Source: an optimization exercise on an open RTL-to-GDS flow (aim: small area, a short achievable clock period and few clock cycles per item). Production flows keep margins and buffers that such runs may drop. Function was checked by simulation only, so behaviour that the tests miss may differ from the original.

## quantsilicon_top
module quantsilicon_top (
    input  logic                clk,
    input  logic                rst_n,
    input  logic                in_valid,
    output logic                in_ready,
    input  logic signed [31:0]  price,        
    input  logic signed [31:0]  position,     
    input  logic signed [31:0]  beta,         
    output logic                out_valid,
    input  logic                out_ready,
    output logic signed [31:0]  signal_out,   
    output logic                allow_trade,
    output logic                kill_switch
);
export LEC_CHECK = 0
export CAP_MARGIN = 20
export CORE_MARGIN = 2
export CORE_UTILIZATION = 55
export CTS_BUF_LIST = sky130_fd_sc_hd__clkbuf_8
export CTS_CLUSTER_DIAMETER = 80
export CTS_CLUSTER_SIZE = 20
export SLEW_MARGIN = 20
export SYNTH_HIERARCHICAL = 1
export SYNTH_MINIMUM_KEEP_SIZE = 0
create_clock -name core_clock -period 12.5 [get_ports {clk}]
standard.sh (not shown) runs the stock make flow with config.mk's settings and CLKGATE_MAP_FILE= SYNTH_SCRIPT=/design/flow/synth_recipe.tcl, a recipe that flattens the netlist after the stock synthesis.
==> flow/flow/run.sh <==
#!/bin/bash
# Layout flow: the standard synthesis, then every cell set to its smallest
# drive strength, then the standard ORFS layout with timing repair aiming
# SETUP_SLACK_MARGIN ns below the clock period (cells on critical paths get
# upsized again) and buf_2 port buffers. Each tool's output goes to a log file
# of its own here.
set -euo pipefail
MARGIN=${MARGIN:-8}
bash standard.sh synth > synth.log 2>&1
R=$PWD/orfs/results/$FLOW_PLATFORM/quantsilicon_top/base
DS_IN=$R/1_synth.odb DS_OUT=$R/1_synth.odb \
  openroad -no_init -exit flow/downsize.tcl > downsize.log 2>&1
bash standard.sh SETUP_SLACK_MARGIN=$MARGIN \
  "BUFFER_PORTS_ARGS=-buffer_cell sky130_fd_sc_hd__buf_2" finish > layout.log 2>&1
==> flow/flow/downsize.tcl <==
# Set every cell of the synthesized netlist to the smallest drive strength of
# its type (same function and pins); the timing repair that follows upsizes
# the cells on critical paths again.
set db [ord::get_db]

read_db $::env(DS_IN)
set block [ord::get_db_block]

set n 0
foreach inst [$block getInsts] {
  set m [$inst getMaster]
  set name [$m getName]
  if {![regexp {^(sky130_fd_sc_hd__[a-z0-9]+)_([0-9]+)$} $name -> base drv]} { continue }
  if {[string match "*lpflow*" $name] || [string match "*probe*" $name]} { continue }
  set best $m
  set best_area [expr {[$m getWidth] * [$m getHeight]}]
  foreach d {0 1 2} {
    set cand ${base}_$d
    if {$cand eq $name} { continue }
    set cm [$db findMaster $cand]
    if {$cm eq "NULL"} { continue }
    set a [expr {[$cm getWidth] * [$cm getHeight]}]
    if {$a < $best_area} { set best $cm; set best_area $a }
  }
  if {$best ne $m} { $inst swapMaster $best; incr n }
}
puts "downsize: swapped $n instances"
write_db $::env(DS_OUT)
The first run passed the timing, DRC and antenna checks.
Testbench counts at the start, summed over its fixed seeds: cycles 24,024, items 24,000.
Rerun with:
--- a/flow/flow/run.sh
+++ b/flow/flow/run.sh
@@ -5,2 +5 @@
-# upsized again) and buf_2 port buffers. Each tool's output goes to a log file
-# of its own here.
+# upsized again). Each tool's output goes to a log file of its own here.
@@ -13,2 +12 @@
-bash standard.sh SETUP_SLACK_MARGIN=$MARGIN \
-  "BUFFER_PORTS_ARGS=-buffer_cell sky130_fd_sc_hd__buf_2" finish > layout.log 2>&1
+bash standard.sh SETUP_SLACK_MARGIN=$MARGIN finish > layout.log 2>&1
CORE_UTILIZATION = 40   (was 55)
CTS_BUF_LIST = unset   (was sky130_fd_sc_hd__clkbuf_8)
CTS_CLUSTER_DIAMETER = unset   (was 80)
CTS_CLUSTER_SIZE = unset   (was 20)
Result: Synthesized area is unchanged. Register-to-register slack improves by 160 ps. Setup slack improves by 150 ps. Design area is higher by 3.3%. Cell count is higher by 7.3%. Wire length is lower by 7.9%.

## job 101
quantsilicon_top, a different RTL version from the one above (not shown whole).
Size in the first run: about 3,400 cells after synthesis, roughly 0.037 mm² of cells after synthesis.
clock: 12.5 ns
lec_check: 0
cap_margin: 20
core_margin: 2
core_utilization: 70
cts_cluster_diameter: 60
cts_cluster_size: 25
slew_margin: 20
synth_hierarchical: 1
synth_minimum_keep_size: 0
==> flow/flow/run.sh <==
#!/bin/bash
# Layout flow: the standard synthesis, then every cell set to its smallest
# drive strength, then the standard ORFS layout with timing repair aiming
# SETUP_SLACK_MARGIN ns below the clock period (cells on critical paths get
# upsized again) and buf_2 port buffers. Each tool's output goes to a log file
# of its own here.
set -euo pipefail
MARGIN=${MARGIN:-8}
bash standard.sh synth > synth.log 2>&1
R=$PWD/orfs/results/$FLOW_PLATFORM/quantsilicon_top/base
DS_IN=$R/1_synth.odb DS_OUT=$R/1_synth.odb \
  openroad -no_init -exit flow/downsize.tcl > downsize.log 2>&1
bash standard.sh SETUP_SLACK_MARGIN=$MARGIN \
  "BUFFER_PORTS_ARGS=-buffer_cell sky130_fd_sc_hd__buf_2" finish > layout.log 2>&1
Scripts as last shown in full above: flow/flow/downsize.tcl
Job 101: no failed stages, no open violations at the end
Testbench counts of job 101, summed over its fixed seeds: cycles 24,024, items 24,000.
Input changes introduced in job 102 (baseline for comparison: job 101):
# job 101
export LEC_CHECK = 0
export CAP_MARGIN = 20
export CORE_MARGIN = 2
export CORE_UTILIZATION = 70
export CTS_CLUSTER_DIAMETER = 60
export CTS_CLUSTER_SIZE = 25
export SLEW_MARGIN = 20
export SYNTH_HIERARCHICAL = 1
export SYNTH_MINIMUM_KEEP_SIZE = 0
create_clock -name core_clock -period 12.5 [get_ports {clk}]
# job 102
export LEC_CHECK = 0
export CAP_MARGIN = 20
export CORE_MARGIN = 2
export CORE_UTILIZATION = 55
export CTS_CLUSTER_DIAMETER = 60
export CTS_CLUSTER_SIZE = 25
export SLEW_MARGIN = 20
export SYNTH_HIERARCHICAL = 1
export SYNTH_MINIMUM_KEEP_SIZE = 0
create_clock -name core_clock -period 12.5 [get_ports {clk}]
## What came out
- In job 102, the sequential share of layout area came out 0.23 points below the value in job 101.
- Summary of job 102 over job 101: fraction of area in multi-input gates now smaller; signed area change from the synthesized netlist to the final layout now larger; worst setup margin now smaller.
- Looking at top routing layer in use, the met4 result is from job 101; the met5 one comes from job 102.

[port drivers added, routing unchanged]
How much do the figures lean on ideal ports? The routed layouts below were timed once more, with nothing changed but the port constraints.
Step 1, drivers: a clkbuf_16 drives clk and a buf_2 each remaining input, both assumed.
Step 2 also shifts input and output timing later by t, the mid clock arrival at the registers, as if the neighbouring blocks saw the same clock.
Three values: no drivers, after step 1, after step 2; two values: the first two.
run	shift t [ns]	setup slack, ns	worst setup path after step 2
the first run of note 1	0.788	7.905 / 7.905 / 7.409	input to register
the second run of note 1	0.661	8.052 / 8.071 / 7.433	input to register
job 101	0.685	7.992 / 8.021 / 7.335	input to register
job 102	0.647	7.934 / 7.961 / 7.314	input to register
After both steps setup and hold are still met in every run listed. For job 101, which loses most, drivers alone change the setup slack by +0.029 ns; drivers and shift together by -0.657 ns.
